What follows belongs to an exercise in optimizing a design on an open flow for small area and a short achievable clock period; a production flow would make more cautious choices. Function was checked by simulation only, so behaviour that the tests miss may differ from the original. Power and IR drop assume default switching activity.

## JK
Design FIR_filter, start of the top module:
module FIR_filter #(
    parameter  N1   = 8,
    parameter  N2 = 16 ,
    parameter integer N3  = 32
)(
    input  wire                      clk,
    input  wire                      rst,
    input  wire                      enable,
    input  wire signed [N2-1:0]    input_data,
    output  signed [N3-1:0]   sampleT,
   output   signed [N3-1:0] output_data
);
Settings: LEC_CHECK=0, CAP_MARGIN=20, CORE_MARGIN=2, CORE_UTILIZATION=75, CTS_BUF_LIST=sky130_fd_sc_hd__clkbuf_8, CTS_CLUSTER_DIAMETER=100, CTS_CLUSTER_SIZE=40, PLACE_DENSITY=0.8, SLEW_MARGIN=20, SYNTH_HIERARCHICAL=1, SYNTH_MINIMUM_KEEP_SIZE=0; clock period 12.0 ns.
standard.sh (not shown) runs the stock make flow with config.mk's settings and CLKGATE_MAP_FILE= SYNTH_SCRIPT=/design/flow/synth_recipe.tcl, a recipe that flattens the netlist after the stock synthesis.
==> flow/flow/run.sh <==
#!/bin/bash
# The standard layout (the standard.sh, unchanged synthesis and steps), with the
# port buffers that the flow inserts on every input and output made from buf_1 cells,
# and repair_timing asked for more setup slack than the 12 ns clock needs.
# make's output goes to layout.log; each tool's own log is under orfs/logs/.
set -euo pipefail
bash standard.sh 'BUFFER_PORTS_ARGS=-buffer_cell sky130_fd_sc_hd__buf_1' SETUP_SLACK_MARGIN=7.9 TNS_END_PERCENT=2 finish > layout.log 2>&1
JK finished every step from synthesis to the final layout, and the layout passed the timing, design-rule and antenna checks.
## Diff of input files: MS against JK
Settings: CORE_UTILIZATION changed from 75 to 60; CTS_BUF_LIST changed from sky130_fd_sc_hd__clkbuf_8 to sky130_fd_sc_hd__clkbuf_4 sky130_fd_sc_hd__clkbuf_8; PLACE_DENSITY changed from 0.8 to 0.7.
--- a/flow/flow/run.sh
+++ b/flow/flow/run.sh
@@ -6,2 +6,2 @@
 set -euo pipefail
-bash standard.sh 'BUFFER_PORTS_ARGS=-buffer_cell sky130_fd_sc_hd__buf_1' SETUP_SLACK_MARGIN=7.9 TNS_END_PERCENT=2 finish > layout.log 2>&1
+bash standard.sh 'BUFFER_PORTS_ARGS=-buffer_cell sky130_fd_sc_hd__buf_1' SETUP_SLACK_MARGIN=7.6 TNS_END_PERCENT=5 finish > layout.log 2>&1
## What came out
- The post-layout minimum cycle time of JK and that of MS are within noise of each other.
- Worst-case headroom to the max-slew limit (MS over JK): decrease, 6.1 points
- MS has filler cell count above what JK had.
- Between JK and MS, the difference in number of nets at the end of the flow is negligible.
- Delta (MS minus JK): met1 demand-to-capacity share in global routing -5.9 points; layout overhead on the synthesized area +1.4 points; internal power consumption +0.026 mW.


== R ==
FIR_filter, a different RTL version from the one above (not shown whole).
For scale: about 160 flip-flops, roughly 83 I/O pins, ~11,000 um2 of cells after synthesis.
## FIR_filter
module FIR_filter #(
    parameter  N1   = 8,
    parameter  N2 = 16 ,
    parameter integer N3  = 32
)(
    input  wire                      clk,
    input  wire                      rst,
    input  wire                      enable,
    input  wire signed [N2-1:0]    input_data,
    output  signed [N3-1:0]   sampleT,
   output   signed [N3-1:0] output_data
);
  reg [15:0] s0;
  reg [16:0] u0, u1, u2, u3, u4, u5;
  reg [5:0] ylo;
  reg yc;
  reg [18:0] yhp, yhg;
  wire vs1, vc2;
  fir_fa u_vs1 (.a(u1[0]), .b(u3[0]), .c(~s0[0]), .s(vs1), .co(vc2));
  wire vs3, vc4;
  fir_fa u_vs3 (.a(u1[1]), .b(u3[1]), .c(~s0[1]), .s(vs3), .co(vc4));
  wire vs5, vc6;
  fir_fa u_vs5 (.a(~u5[1]), .b(vc2), .c(vs3), .s(vs5), .co(vc6));
  wire vs7, vc8;
  fir_fa u_vs7 (.a(u1[2]), .b(u3[2]), .c(~s0[2]), .s(vs7), .co(vc8));
  wire vs9, vc10;
  fir_fa u_vs9 (.a(~u5[2]), .b(vc4), .c(vs7), .s(vs9), .co(vc10));
  wire vs11, vc12;
  fir_fa u_vs11 (.a(u1[3]), .b(u3[3]), .c(~s0[3]), .s(vs11), .co(vc12));
  wire vs13, vc14;
  fir_fa u_vs13 (.a(~u5[3]), .b(vc8), .c(vs11), .s(vs13), .co(vc14));
  wire vs15, vc16;
  fir_fa u_vs15 (.a(u1[4]), .b(u3[4]), .c(~s0[4]), .s(vs15), .co(vc16));
  wire vs17, vc18;
  fir_fa u_vs17 (.a(~u5[4]), .b(vc12), .c(vs15), .s(vs17), .co(vc18));
  wire vs19, vc20;
  fir_fa u_vs19 (.a(u1[5]), .b(u3[5]), .c(~s0[5]), .s(vs19), .co(vc20));
  wire vs21, vc22;
  fir_fa u_vs21 (.a(~u5[5]), .b(vc16), .c(vs19), .s(vs21), .co(vc22));
  wire vs23, vc24;
  fir_fa u_vs23 (.a(u1[6]), .b(u3[6]), .c(~s0[6]), .s(vs23), .co(vc24));
  wire vs25, vc26;
  fir_fa u_vs25 (.a(~u5[6]), .b(vc20), .c(vs23), .s(vs25), .co(vc26));
  wire vs27, vc28;
  fir_fa u_vs27 (.a(u1[7]), .b(u3[7]), .c(~s0[7]), .s(vs27), .co(vc28));
  wire vs29, vc30;
  fir_fa u_vs29 (.a(~u5[7]), .b(vc24), .c(vs27), .s(vs29), .co(vc30));
  wire vs31, vc32;
  fir_fa u_vs31 (.a(u1[8]), .b(u3[8]), .c(~s0[8]), .s(vs31), .co(vc32));
  wire vs33, vc34;
  fir_fa u_vs33 (.a(~u5[8]), .b(vc28), .c(vs31), .s(vs33), .co(vc34));
  wire vs35, vc36;
  fir_fa u_vs35 (.a(u1[9]), .b(u3[9]), .c(~s0[9]), .s(vs35), .co(vc36));
  wire vs37, vc38;
  fir_fa u_vs37 (.a(~u5[9]), .b(vc32), .c(vs35), .s(vs37), .co(vc38));
  wire vs39, vc40;
  fir_fa u_vs39 (.a(u1[10]), .b(u3[10]), .c(~s0[10]), .s(vs39), .co(vc40));
  wire vs41, vc42;
  ...
Settings: LEC_CHECK=0, CAP_MARGIN=20, CORE_MARGIN=2, CORE_UTILIZATION=75, CTS_BUF_LIST=sky130_fd_sc_hd__clkbuf_8, CTS_CLUSTER_DIAMETER=100, CTS_CLUSTER_SIZE=40, GPL_TIMING_DRIVEN=1, PLACE_DENSITY=0.8, SLEW_MARGIN=20, SYNTH_HIERARCHICAL=1, SYNTH_MINIMUM_KEEP_SIZE=0; clock period 12.0 ns.
==> flow/flow/run.sh <==
#!/bin/bash
# The standard layout (the standard.sh, unchanged synthesis and steps), with the
# port buffers that the flow inserts on every input and output made from buf_1 cells,
# and repair_timing asked for more setup slack than the 12 ns clock needs.
# make's output goes to layout.log; each tool's own log is under orfs/logs/.
set -euo pipefail
bash standard.sh 'BUFFER_PORTS_ARGS=-buffer_cell sky130_fd_sc_hd__buf_1' SETUP_SLACK_MARGIN=7.6 TNS_END_PERCENT=5 finish > layout.log 2>&1
[inputs] S vs R
- a deleted GPL_TIMING_DRIVEN that had been 1
-- flow/flow/run.sh --
<<< R, line 6
set -euo pipefail
bash standard.sh 'BUFFER_PORTS_ARGS=-buffer_cell sky130_fd_sc_hd__buf_1' SETUP_SLACK_MARGIN=7.6 TNS_END_PERCENT=5 finish > layout.log 2>&1
>>> S, line 6
set -euo pipefail
bash standard.sh 'BUFFER_PORTS_ARGS=-buffer_cell sky130_fd_sc_hd__buf_1' SETUP_SLACK_MARGIN=7.9 TNS_END_PERCENT=5 finish > layout.log 2>&1
[compare] base=R new=S: number of tap cells added at floorplan essentially unchanged; first-iteration DRC count now sits lower; overall power after layout -35 uW; worst hold margin level.
Number of ordinary and repair buffers in the finished layout sits higher in S than in R.
Re adder and majority gate portion of the synthesized area: no difference whatsoever between R and S.
For R, the critical path startpoint was yhp[10], unlike S, where it was yhg[4].

[afterwards: timing with drivers on the ports]
No port has a modelled driver above. Below, the same layouts with a new extraction and two added sets of constraints. Step 1 assumes that a clkbuf_16 drives the clock port and a buf_2 every other input. Step 2 times the ports against the registers' clock, not the clock port: input delays grow and output delays shrink by t, the midpoint of the rising clock arrivals with the driver on. a / b / c = no drivers / after step 1 / after step 2; a / b = the first two.
| run | t (ns) | slack for setup (ns) | hold slack, ns | worst data-port slew with drivers (ns) |
|---|---|---|---|---|
| JK | 0.492 | 7.394 / 7.358 / 7.006 | 0.492 / 0.492 / 0.492 | 0.04 |
| MS | 0.499 | 7.392 / 7.351 / 7.032 | 0.491 / 0.491 / 0.491 | 0.03 |
| R | 0.499 | 7.442 / 7.407 / 7.018 | 0.479 / 0.479 / 0.479 | 0.03 |
| S | 0.510 | 7.413 / 7.372 / 7.012 | 0.480 / 0.480 / 0.480 | 0.03 |
After both steps setup and hold are still met in every run listed. For R, which loses most, drivers alone change the setup slack by -0.035 ns; drivers and shift together by -0.424 ns.
